Source: an optimization exercise on an open RTL-to-GDS flow (aim: a short achievable clock period and few clock cycles). Production flows keep margins and buffers that such runs may drop.
Only simulation tests tie the RTL to the original design; equivalence was not proved.

==> inputs of run M <==
// mips_core
module mips_core(clk, reset, imem_addr, imem_data, dmem_addr, dmem_we, dmem_wdata, dmem_rdata, halted);
==> module mc_ex, before the edit <==
module mc_ex(clk, fa_d, fb_d, ft_d, m_add, m_sub, m_log, m_sh, m_slt, w_res, e_a, e_b, e_t,
	op_and, op_or, op_xor, op_nor, op_sll, op_sra, add, sub, slt, log, sh, t,
	br, mis_eq, mis_ne, er_z, er_nz, e_alt, d_alt, pc_seq, mis, er, pc_next);
	input clk;
	input [6:0] fa_d, fb_d, ft_d;    
	input [31:0] m_add, m_sub, m_log, m_sh, w_res, e_a, e_b, e_t;
	input m_slt;
	input op_and, op_or, op_xor, op_nor, op_sll, op_sra;
	output [31:0] add, sub, log, sh, t;
	output slt;
	input br, mis_eq, mis_ne, er_z, er_nz;
	input [7:0] e_alt, d_alt, pc_seq;
	output mis, er;
	output [7:0] pc_next;
	wire [31:0] A, B, A2, B2;
	mc_fwdr u_fa(.clk(clk), .sel_d(fa_d), .m_add(m_add), .m_sub(m_sub), .m_log(m_log), .m_sh(m_sh), .m_slt(m_slt), .w_res(w_res), .r(e_a), .y(A));
	mc_fwdr u_fb(.clk(clk), .sel_d(fb_d), .m_add(m_add), .m_sub(m_sub), .m_log(m_log), .m_sh(m_sh), .m_slt(m_slt), .w_res(w_res), .r(e_b), .y(B));
	mc_fwdr u_fa2(.clk(clk), .sel_d(fa_d), .m_add(m_add), .m_sub(m_sub), .m_log(m_log), .m_sh(m_sh), .m_slt(m_slt), .w_res(w_res), .r(e_a), .y(A2));
	mc_fwdr u_fb2(.clk(clk), .sel_d(fb_d), .m_add(m_add), .m_sub(m_sub), .m_log(m_log), .m_sh(m_sh), .m_slt(m_slt), .w_res(w_res), .r(e_b), .y(B2));
	wire [31:0] A3;
	mc_fwdr u_fa3(.clk(clk), .sel_d(fa_d), .m_add(m_add), .m_sub(m_sub), .m_log(m_log), .m_sh(m_sh), .m_slt(m_slt), .w_res(w_res), .r(e_a), .y(A3));
	mc_fwdr u_ft(.clk(clk), .sel_d(ft_d), .m_add(m_add), .m_sub(m_sub), .m_log(m_log), .m_sh(m_sh), .m_slt(m_slt), .w_res(w_res), .r(e_t), .y(t));
	mc_add32 u_add(.a(A), .b(B), .cin(1'b0), .s(add));
	mc_add32 u_sub(.a(A), .b(~B), .cin(1'b1), .s(sub));
	assign slt = (A2[31] ^ B2[31]) ? A2[31] : sub[31];
	assign log = ({32{op_and}} & (A2 & B2)) | ({32{op_or}} & (A2 | B2)) |
	             ({32{op_xor}} & (A2 ^ B2)) | ({32{op_nor}} & ~(A2 | B2));
	wire [4:0] s = A3[4:0];
	wire [63:0] srx = {{31{op_sra & B2[31]}}, B2[31], B2} >> s;
	assign sh = op_sll ? (B2 << s) : srx[31:0];
	wire eq = (A == B);
	assign mis = br & (eq ? mis_eq : mis_ne);
	wire sum_zero = ((A ^ B) == {A[30:0] | B[30:0], 1'b0});
	assign er = sum_zero ? er_z : er_nz;
	assign pc_next = mis ? e_alt : (er ? d_alt : pc_seq);
endmodule
==> flow/config.mk <==
export PLATFORM = sky130hd
export DESIGN_NAME = mips_core
export DESIGN_NICKNAME = mips_core
export VERILOG_FILES = /design/flow/design.v
export SDC_FILE = /design/flow/constraint.sdc
export NUM_CORES = 4
export LEC_CHECK = 0
export CAP_MARGIN = 20
export CORE_MARGIN = 2
export CORE_UTILIZATION = 40
export SETUP_SLACK_MARGIN = 5
export SLEW_MARGIN = 20
export SYNTH_HIERARCHICAL = 1
export SYNTH_MINIMUM_KEEP_SIZE = 0
export TNS_END_PERCENT = 100
==> flow/constraint.sdc <==
create_clock -name core_clock -period 9.0 [get_ports {clk}]
set_input_delay 1.8000 -clock core_clock [delete_from_list [all_inputs] [get_ports {clk}]]
set_output_delay 1.8000 -clock core_clock [all_outputs]
set_load 0.01 [all_outputs]
standard.sh (not shown) runs the stock make flow with config.mk's settings and CLKGATE_MAP_FILE= SYNTH_SCRIPT=/design/flow/synth_recipe.tcl, a recipe that flattens the netlist after the stock synthesis.
==> flow/flow/run.sh <==
#!/bin/bash
set -euo pipefail
bash standard.sh SETUP_SLACK_MARGIN=6.3 finish > make_finish.log 2>&1
==> inputs of run P, as changes to run M <==
--- a/flow/design.v
+++ b/flow/design.v
@@ -12,25 +12,25 @@
 	localparam K_ADD = 4, K_SUB = 3, K_LOG = 2, K_SH = 1, K_SLT = 0;
 	localparam F_WB = 1, F_REG = 0;
 	reg        reset_q;
 	reg  [7:0] pc;
 	reg        d_valid;
 	reg [31:0] d_ir;
-	reg  [7:0] d_pc1, d_tgt, d_alt;
+	reg  [7:0] d_pc1, d_tgt;
 	reg        d_pred;
 	reg  [4:0] e_rd;
 	reg  [3:0] e_we;
 	reg        e_load, e_br, e_eop;
 	reg        e_misEq, e_misNe;   
 	reg  [7:0] e_alt;
 	reg [31:0] e_a, e_b, e_t;
+	reg  [6:0] e_fa, e_fb, e_ft;
 	reg  [4:0] e_kind;
 	reg        e_and, e_or, e_xor, e_nor, e_sll, e_sra;
 	reg  [1:0] e_width;
 	reg        mis_q;     
-	reg        er_q;      
 	reg        dead;      
 	reg        h;         
 	reg  [4:0] m_rd;
 	reg  [3:0] m_we;
 	reg        m_load;
 	reg  [4:0] m_kind;
@@ -104,14 +104,13 @@
 	wire [31:0] seImm = {{16{imm[15]}}, imm};
 	wire [31:0] zeImm = {16'd0, imm};
 	wire [31:0] immX = isLUI ? {imm, 16'd0} : ((isANDI | isORI | isXORI) ? zeImm : seImm);
 	wire [31:0] aVal = shImm ? {27'd0, sa} : (isLUI ? 32'd0 : rfA);
 	wire [31:0] bVal = useB ? rfB : immX;
 	wire eLd = e_load & (e_rd != 5'd0);
-	wire eValid = ~mis_q;
-	wire idValid = d_valid & ~mis_q & ~er_q;
+	wire idValid = d_valid & ~mis_q;
 	wire stall = idValid & eLd & ((useA & (rs == e_rd)) | ((useB | useT) & (rt == e_rd)));
 	wire eW = (e_rd != 5'd0);
 	wire mW = (m_rd != 5'd0);
 	wire fam = useA & eW & (rs == e_rd);
 	wire faw = useA & mW & (rs == m_rd) & ~fam;
 	wire fbm = useB & eW & (rt == e_rd);
@@ -119,62 +118,57 @@
 	wire ftm = useT & eW & (rt == e_rd);
 	wire ftw = useT & mW & (rt == m_rd) & ~ftm;
 	wire [6:0] selA = {{5{fam}} & e_kind, faw, ~(fam | faw)};
 	wire [6:0] selB = {{5{fbm}} & e_kind, fbw, ~(fbm | fbw)};
 	wire [6:0] selT = {{5{ftm}} & e_kind, ftw, ~(ftm | ftw)};
 	wire [31:0] xAdd, xSub, xLog, xSh, T;
-	wire xSlt, mis, er;
-	wire [7:0] pcNext;
-	mc_ex u_ex(.clk(clk), .fa_d(selA), .fb_d(selB), .ft_d(selT),
+	wire xSlt, eq;
+	mc_ex u_ex(.fa(e_fa), .fb(e_fb), .ft(e_ft),
 		.m_add(m_add), .m_sub(m_sub), .m_log(m_log), .m_sh(m_sh), .m_slt(m_slt),
 		.w_res(w_res), .e_a(e_a), .e_b(e_b), .e_t(e_t),
 		.op_and(e_and), .op_or(e_or), .op_xor(e_xor), .op_nor(e_nor),
 		.op_sll(e_sll), .op_sra(e_sra),
-		.add(xAdd), .sub(xSub), .slt(xSlt), .log(xLog), .sh(xSh), .t(T),
-		.br(e_br & eValid & ~reset), .mis_eq(e_misEq), .mis_ne(e_misNe),
-		.er_z(erZ & ~reset), .er_nz(erNZ & ~reset),
-		.e_alt(e_alt), .d_alt(d_alt), .pc_seq(reset ? 8'd0 : pcSeq), .mis(mis), .er(er), .pc_next(pcNext));
+		.add(xAdd), .sub(xSub), .slt(xSlt), .log(xLog), .sh(xSh), .t(T), .eq(eq));
+	wire eValid = ~mis_q;
+	wire mis = e_br & eValid & (eq ? e_misEq : e_misNe);
 	wire eopEX = e_eop & eValid;
-	wire erOK = idValid & isBr & (rs != rt) & eValid & e_kind[K_ADD] & ~e_load & eW &
-	            (((rs == e_rd) & (rt == 5'd0)) | ((rt == e_rd) & (rs == 5'd0)));
-	wire erZ = erOK & ~(op[0] ^ d_pred);
-	wire erNZ = erOK & (op[0] ^ d_pred);
-	wire [7:0] pcSeq = stall ? pc : (predF ? tgtF : pc1F);
 	assign dmem_addr = m_add[7:0];
 	assign dmem_we = m_we;
 	assign dmem_wdata = m_wd;
 	wire [31:0] mRes = ({32{m_kind[K_ADD]}} & m_add) | ({32{m_kind[K_SUB]}} & m_sub) |
 	                   ({32{m_kind[K_LOG]}} & m_log) | ({32{m_kind[K_SH]}} & m_sh) |
 	                   {31'd0, m_kind[K_SLT] & m_slt};
 	wire [31:0] ldMask = {{16{m_width[1]}}, {8{m_width[0]}}, 8'hff};
 	wire [31:0] resM = m_load ? (dmem_rdata & ldMask) : mRes;
 	always @(posedge clk) reset_q <= reset;
-	always @(posedge clk) pc <= pcNext;
 	always @(posedge clk) begin
 		if (reset) begin
+			pc <= 8'd0;
 			d_valid <= 1'b0;
 			mis_q <= 1'b0;
-			er_q <= 1'b0;
 			dead <= 1'b0;
 			h <= 1'b0;
 			e_rd <= 5'd0; e_we <= 4'd0; e_load <= 1'b0; e_br <= 1'b0; e_eop <= 1'b0;
 			m_rd <= 5'd0; m_we <= 4'd0; m_load <= 1'b0;
 			w_rd <= 5'd0;
 		end else begin
+			if (mis)
+				pc <= e_alt;
+			else if (~stall)
+				pc <= predF ? tgtF : pc1F;
 			if (~stall)
 				d_valid <= 1'b1;
 			mis_q <= mis;
-			er_q <= er & ~mis;
 			dead <= dead | eopEX;
 			if (stall | ~idValid | dead | eopEX) begin
 				e_rd <= 5'd0; e_we <= 4'd0; e_load <= 1'b0; e_br <= 1'b0; e_eop <= 1'b0;
 			end else begin
 				e_rd <= dest;
 				e_we <= isStore ? {op[1] & op[0], op[1] & op[0], op[0], 1'b1} : 4'd0;
 				e_load <= isLoad;
-				e_br <= isBr & (rs != rt) & ~erOK;
+				e_br <= isBr & (rs != rt);
 				e_eop <= isEOP;
 			end
 			m_rd <= eValid ? e_rd : 5'd0;
 			m_we <= eValid ? e_we : 4'd0;
 			m_load <= e_load & eValid;
 			h <= h | eopEX;
@@ -183,19 +177,19 @@
 	end
 	always @(posedge clk) begin
 		if (~stall) begin
 			d_ir <= fI;
 			d_pc1 <= pc1F;
 			d_tgt <= tgtF;
-			d_alt <= predF ? pc1F : tgtF;
 			d_pred <= predF;
 		end
 		e_misEq <= op[0] ^ ~d_pred;
 		e_misNe <= op[0] ^ d_pred;
 		e_alt <= d_pred ? d_pc1 : d_tgt;
 		e_a <= aVal; e_b <= bVal; e_t <= rfB;
+		e_fa <= selA; e_fb <= selB; e_ft <= selT;
 		e_kind <= kind;
 		e_and <= kAnd; e_or <= kOr; e_xor <= kXor; e_nor <= kNor;
 		e_sll <= kSll; e_sra <= fSRA | fSRAV;
 		e_width <= op[1:0];
 		m_kind <= e_kind;
 		m_add <= xAdd; m_sub <= xSub; m_log <= xLog; m_sh <= xSh; m_slt <= xSlt;
@@ -233,59 +227,35 @@
 	input [4:0] ra, rb, w_rd;
 	input [31:0] w_res;
 	output [31:0] da, db;
 	assign da = (ra == 5'd0) ? 32'd0 : (ra == w_rd) ? w_res : rf[ra*32 +: 32];
 	assign db = (rb == 5'd0) ? 32'd0 : (rb == w_rd) ? w_res : rf[rb*32 +: 32];
 endmodule
-module mc_ex(clk, fa_d, fb_d, ft_d, m_add, m_sub, m_log, m_sh, m_slt, w_res, e_a, e_b, e_t,
-	op_and, op_or, op_xor, op_nor, op_sll, op_sra, add, sub, slt, log, sh, t,
-	br, mis_eq, mis_ne, er_z, er_nz, e_alt, d_alt, pc_seq, mis, er, pc_next);
-	input clk;
-	input [6:0] fa_d, fb_d, ft_d;    
+module mc_ex(fa, fb, ft, m_add, m_sub, m_log, m_sh, m_slt, w_res, e_a, e_b, e_t,
+	op_and, op_or, op_xor, op_nor, op_sll, op_sra, add, sub, slt, log, sh, t, eq);
+	input [6:0] fa, fb, ft;
 	input [31:0] m_add, m_sub, m_log, m_sh, w_res, e_a, e_b, e_t;
 	input m_slt;
 	input op_and, op_or, op_xor, op_nor, op_sll, op_sra;
 	output [31:0] add, sub, log, sh, t;
-	output slt;
-	input br, mis_eq, mis_ne, er_z, er_nz;
-	input [7:0] e_alt, d_alt, pc_seq;
-	output mis, er;
-	output [7:0] pc_next;
+	output slt, eq;
 	wire [31:0] A, B, A2, B2;
-	mc_fwdr u_fa(.clk(clk), .sel_d(fa_d), .m_add(m_add), .m_sub(m_sub), .m_log(m_log), .m_sh(m_sh), .m_slt(m_slt), .w_res(w_res), .r(e_a), .y(A));
-	mc_fwdr u_fb(.clk(clk), .sel_d(fb_d), .m_add(m_add), .m_sub(m_sub), .m_log(m_log), .m_sh(m_sh), .m_slt(m_slt), .w_res(w_res), .r(e_b), .y(B));
-	mc_fwdr u_fa2(.clk(clk), .sel_d(fa_d), .m_add(m_add), .m_sub(m_sub), .m_log(m_log), .m_sh(m_sh), .m_slt(m_slt), .w_res(w_res), .r(e_a), .y(A2));
-	mc_fwdr u_fb2(.clk(clk), .sel_d(fb_d), .m_add(m_add), .m_sub(m_sub), .m_log(m_log), .m_sh(m_sh), .m_slt(m_slt), .w_res(w_res), .r(e_b), .y(B2));
-	wire [31:0] A3;
-	mc_fwdr u_fa3(.clk(clk), .sel_d(fa_d), .m_add(m_add), .m_sub(m_sub), .m_log(m_log), .m_sh(m_sh), .m_slt(m_slt), .w_res(w_res), .r(e_a), .y(A3));
-	mc_fwdr u_ft(.clk(clk), .sel_d(ft_d), .m_add(m_add), .m_sub(m_sub), .m_log(m_log), .m_sh(m_sh), .m_slt(m_slt), .w_res(w_res), .r(e_t), .y(t));
+	mc_fwd u_fa(.sel(fa), .m_add(m_add), .m_sub(m_sub), .m_log(m_log), .m_sh(m_sh), .m_slt(m_slt), .w_res(w_res), .r(e_a), .y(A));
+	mc_fwd u_fb(.sel(fb), .m_add(m_add), .m_sub(m_sub), .m_log(m_log), .m_sh(m_sh), .m_slt(m_slt), .w_res(w_res), .r(e_b), .y(B));
+	mc_fwd u_fa2(.sel(fa), .m_add(m_add), .m_sub(m_sub), .m_log(m_log), .m_sh(m_sh), .m_slt(m_slt), .w_res(w_res), .r(e_a), .y(A2));
+	mc_fwd u_fb2(.sel(fb), .m_add(m_add), .m_sub(m_sub), .m_log(m_log), .m_sh(m_sh), .m_slt(m_slt), .w_res(w_res), .r(e_b), .y(B2));
+	mc_fwd u_ft(.sel(ft), .m_add(m_add), .m_sub(m_sub), .m_log(m_log), .m_sh(m_sh), .m_slt(m_slt), .w_res(w_res), .r(e_t), .y(t));
 	mc_add32 u_add(.a(A), .b(B), .cin(1'b0), .s(add));
 	mc_add32 u_sub(.a(A), .b(~B), .cin(1'b1), .s(sub));
 	assign slt = (A2[31] ^ B2[31]) ? A2[31] : sub[31];
 	assign log = ({32{op_and}} & (A2 & B2)) | ({32{op_or}} & (A2 | B2)) |
 	             ({32{op_xor}} & (A2 ^ B2)) | ({32{op_nor}} & ~(A2 | B2));
-	wire [4:0] s = A3[4:0];
+	wire [4:0] s = A2[4:0];
 	wire [63:0] srx = {{31{op_sra & B2[31]}}, B2[31], B2} >> s;
 	assign sh = op_sll ? (B2 << s) : srx[31:0];
-	wire eq = (A == B);
-	assign mis = br & (eq ? mis_eq : mis_ne);
-	wire sum_zero = ((A ^ B) == {A[30:0] | B[30:0], 1'b0});
-	assign er = sum_zero ? er_z : er_nz;
-	assign pc_next = mis ? e_alt : (er ? d_alt : pc_seq);
-endmodule
-module mc_fwdr(clk, sel_d, m_add, m_sub, m_log, m_sh, m_slt, w_res, r, y);
-	input clk;
-	input [6:0] sel_d;
-	input [31:0] m_add, m_sub, m_log, m_sh, w_res, r;
-	input m_slt;
-	output [31:0] y;
-	reg [6:0] sel;
-	always @(posedge clk) sel <= sel_d;
-	assign y = ({32{sel[6]}} & m_add) | ({32{sel[5]}} & m_sub) | ({32{sel[4]}} & m_log) |
-	           ({32{sel[3]}} & m_sh) | {31'd0, sel[2] & m_slt} | ({32{sel[1]}} & w_res) |
-	           ({32{sel[0]}} & r);
+	assign eq = (A == B);
 endmodule
 module mc_fwd(sel, m_add, m_sub, m_log, m_sh, m_slt, w_res, r, y);
 	input [6:0] sel;
 	input [31:0] m_add, m_sub, m_log, m_sh, w_res, r;
 	input m_slt;
 	output [31:0] y;
==> flow/run.sh (new file) <==
#!/bin/bash
# synth_recipe.tcl (not shown) runs the flow's synth.tcl, then flattens the netlist and writes it again
# the make line also repeats each setting of config.mk as NAME=value (left out here)
make -C /OpenROAD-flow-scripts/flow DESIGN_CONFIG=/design/flow/config.mk WORK_HOME=/design/flow/orfs CLKGATE_MAP_FILE= SYNTH_SCRIPT=/design/flow/synth_recipe.tcl finish
removed: flow/flow/run.sh
removed: flow/standard.sh
==> inputs of run G, as changes to run M <==
--- a/flow/design.v
+++ b/flow/design.v
@@ -248,19 +248,25 @@
 	output slt;
 	input br, mis_eq, mis_ne, er_z, er_nz;
 	input [7:0] e_alt, d_alt, pc_seq;
 	output mis, er;
 	output [7:0] pc_next;
 	wire [31:0] A, B, A2, B2;
-	mc_fwdr u_fa(.clk(clk), .sel_d(fa_d), .m_add(m_add), .m_sub(m_sub), .m_log(m_log), .m_sh(m_sh), .m_slt(m_slt), .w_res(w_res), .r(e_a), .y(A));
-	mc_fwdr u_fb(.clk(clk), .sel_d(fb_d), .m_add(m_add), .m_sub(m_sub), .m_log(m_log), .m_sh(m_sh), .m_slt(m_slt), .w_res(w_res), .r(e_b), .y(B));
-	mc_fwdr u_fa2(.clk(clk), .sel_d(fa_d), .m_add(m_add), .m_sub(m_sub), .m_log(m_log), .m_sh(m_sh), .m_slt(m_slt), .w_res(w_res), .r(e_a), .y(A2));
-	mc_fwdr u_fb2(.clk(clk), .sel_d(fb_d), .m_add(m_add), .m_sub(m_sub), .m_log(m_log), .m_sh(m_sh), .m_slt(m_slt), .w_res(w_res), .r(e_b), .y(B2));
+	mc_fwdr16 #(.LO(1)) u_fa_lo(.clk(clk), .sel_d(fa_d), .m_add(m_add[15:0]), .m_sub(m_sub[15:0]), .m_log(m_log[15:0]), .m_sh(m_sh[15:0]), .m_slt(m_slt), .w_res(w_res[15:0]), .r(e_a[15:0]), .y(A[15:0]));
+	mc_fwdr16 #(.LO(0)) u_fa_hi(.clk(clk), .sel_d(fa_d), .m_add(m_add[31:16]), .m_sub(m_sub[31:16]), .m_log(m_log[31:16]), .m_sh(m_sh[31:16]), .m_slt(1'b0), .w_res(w_res[31:16]), .r(e_a[31:16]), .y(A[31:16]));
+	mc_fwdr16 #(.LO(1)) u_fb_lo(.clk(clk), .sel_d(fb_d), .m_add(m_add[15:0]), .m_sub(m_sub[15:0]), .m_log(m_log[15:0]), .m_sh(m_sh[15:0]), .m_slt(m_slt), .w_res(w_res[15:0]), .r(e_b[15:0]), .y(B[15:0]));
+	mc_fwdr16 #(.LO(0)) u_fb_hi(.clk(clk), .sel_d(fb_d), .m_add(m_add[31:16]), .m_sub(m_sub[31:16]), .m_log(m_log[31:16]), .m_sh(m_sh[31:16]), .m_slt(1'b0), .w_res(w_res[31:16]), .r(e_b[31:16]), .y(B[31:16]));
+	mc_fwdr16 #(.LO(1)) u_fa2_lo(.clk(clk), .sel_d(fa_d), .m_add(m_add[15:0]), .m_sub(m_sub[15:0]), .m_log(m_log[15:0]), .m_sh(m_sh[15:0]), .m_slt(m_slt), .w_res(w_res[15:0]), .r(e_a[15:0]), .y(A2[15:0]));
+	mc_fwdr16 #(.LO(0)) u_fa2_hi(.clk(clk), .sel_d(fa_d), .m_add(m_add[31:16]), .m_sub(m_sub[31:16]), .m_log(m_log[31:16]), .m_sh(m_sh[31:16]), .m_slt(1'b0), .w_res(w_res[31:16]), .r(e_a[31:16]), .y(A2[31:16]));
+	mc_fwdr16 #(.LO(1)) u_fb2_lo(.clk(clk), .sel_d(fb_d), .m_add(m_add[15:0]), .m_sub(m_sub[15:0]), .m_log(m_log[15:0]), .m_sh(m_sh[15:0]), .m_slt(m_slt), .w_res(w_res[15:0]), .r(e_b[15:0]), .y(B2[15:0]));
+	mc_fwdr16 #(.LO(0)) u_fb2_hi(.clk(clk), .sel_d(fb_d), .m_add(m_add[31:16]), .m_sub(m_sub[31:16]), .m_log(m_log[31:16]), .m_sh(m_sh[31:16]), .m_slt(1'b0), .w_res(w_res[31:16]), .r(e_b[31:16]), .y(B2[31:16]));
 	wire [31:0] A3;
-	mc_fwdr u_fa3(.clk(clk), .sel_d(fa_d), .m_add(m_add), .m_sub(m_sub), .m_log(m_log), .m_sh(m_sh), .m_slt(m_slt), .w_res(w_res), .r(e_a), .y(A3));
-	mc_fwdr u_ft(.clk(clk), .sel_d(ft_d), .m_add(m_add), .m_sub(m_sub), .m_log(m_log), .m_sh(m_sh), .m_slt(m_slt), .w_res(w_res), .r(e_t), .y(t));
+	mc_fwdr16 #(.LO(1)) u_fa3_lo(.clk(clk), .sel_d(fa_d), .m_add(m_add[15:0]), .m_sub(m_sub[15:0]), .m_log(m_log[15:0]), .m_sh(m_sh[15:0]), .m_slt(m_slt), .w_res(w_res[15:0]), .r(e_a[15:0]), .y(A3[15:0]));
+	assign A3[31:16] = 16'd0;
+	mc_fwdr16 #(.LO(1)) u_ft_lo(.clk(clk), .sel_d(ft_d), .m_add(m_add[15:0]), .m_sub(m_sub[15:0]), .m_log(m_log[15:0]), .m_sh(m_sh[15:0]), .m_slt(m_slt), .w_res(w_res[15:0]), .r(e_t[15:0]), .y(t[15:0]));
+	mc_fwdr16 #(.LO(0)) u_ft_hi(.clk(clk), .sel_d(ft_d), .m_add(m_add[31:16]), .m_sub(m_sub[31:16]), .m_log(m_log[31:16]), .m_sh(m_sh[31:16]), .m_slt(1'b0), .w_res(w_res[31:16]), .r(e_t[31:16]), .y(t[31:16]));
 	mc_add32 u_add(.a(A), .b(B), .cin(1'b0), .s(add));
 	mc_add32 u_sub(.a(A), .b(~B), .cin(1'b1), .s(sub));
 	assign slt = (A2[31] ^ B2[31]) ? A2[31] : sub[31];
 	assign log = ({32{op_and}} & (A2 & B2)) | ({32{op_or}} & (A2 | B2)) |
 	             ({32{op_xor}} & (A2 ^ B2)) | ({32{op_nor}} & ~(A2 | B2));
 	wire [4:0] s = A3[4:0];
@@ -269,12 +275,25 @@
 	wire eq = (A == B);
 	assign mis = br & (eq ? mis_eq : mis_ne);
 	wire sum_zero = ((A ^ B) == {A[30:0] | B[30:0], 1'b0});
 	assign er = sum_zero ? er_z : er_nz;
 	assign pc_next = mis ? e_alt : (er ? d_alt : pc_seq);
 endmodule
+module mc_fwdr16 #(parameter LO = 1) (clk, sel_d, m_add, m_sub, m_log, m_sh, m_slt, w_res, r, y);
+	input clk;
+	input [6:0] sel_d;
+	input [15:0] m_add, m_sub, m_log, m_sh, w_res, r;
+	input m_slt;
+	output [15:0] y;
+	reg [6:0] sel;
+	always @(posedge clk) sel <= sel_d;
+	wire slt = (LO != 0) & sel[2] & m_slt;
+	assign y = ({16{sel[6]}} & m_add) | ({16{sel[5]}} & m_sub) | ({16{sel[4]}} & m_log) |
+	           ({16{sel[3]}} & m_sh) | {15'd0, slt} | ({16{sel[1]}} & w_res) |
+	           ({16{sel[0]}} & r);
+endmodule
 module mc_fwdr(clk, sel_d, m_add, m_sub, m_log, m_sh, m_slt, w_res, r, y);
 	input clk;
 	input [6:0] sel_d;
 	input [31:0] m_add, m_sub, m_log, m_sh, w_res, r;
 	input m_slt;
 	output [31:0] y;
==> reports/qor.yml <==
fmax_mhz: 241
areaGrowthSynthToFinish_pct: 10.8
holdWs_ns: 0.298
syn_inst: 9161
outcome: "complete, no violations"
hpwl_mm: 219
Source of the figures above: run P

==> reports/qor.yml <==
outcome: "complete, no violations"
cp_max_fo: 9
fmax_mhz: 277
holdWs_ns: 0.328
areaGrowthSynthToFinish_pct: 28.1
Source of the figures above: run M

==> reports/qor.yml <==
outcome: "complete, no violations"
hpwl_mm: 220
syn_inst: 9285
areaGrowthSynthToFinish_pct: 26.1
holdWs_ns: 0.327
Source of the figures above: run G

Testbench counts of run M, summed over its fixed seeds: cycles 71,745.
Testbench counts of run P, summed over its fixed seeds: cycles 73,312.
Testbench counts of run G, summed over its fixed seeds: cycles 71,745.

[what the ideal ports hide]
Ports are ideal in the flow. The routed layouts listed here were re-timed in OpenROAD.
Step 1, drivers: a clkbuf_16 drives clk and a buf_2 each remaining input, both assumed.
Step 2 times the ports against the registers' clock, not the clock port: input delays grow and output delays shrink by t, the midpoint of the rising clock arrivals with the driver on.
Three values: ideal, step 1, step 2; two values: the first two.
run | t (ns) | slack for setup (ns) | hold WS [ns] | clock arrival spread, ns
run M | 0.932 | 5.387 / 5.387 / 4.953 | 0.328 / 0.328 / 0.328 | 0.063 / 0.062
run P | 0.920 | 4.851 / 4.851 / 4.594 | 0.298 / 0.298 / 0.298 | 0.073 / 0.073
run G | 0.924 | 5.641 / 5.641 / 5.077 | 0.327 / 0.327 / 0.327 | 0.050 / 0.049
After both steps setup and hold are still met in every run listed. The setup slack of run G, which loses most, moves by 0.000 ns with the drivers and by -0.564 ns with both steps.
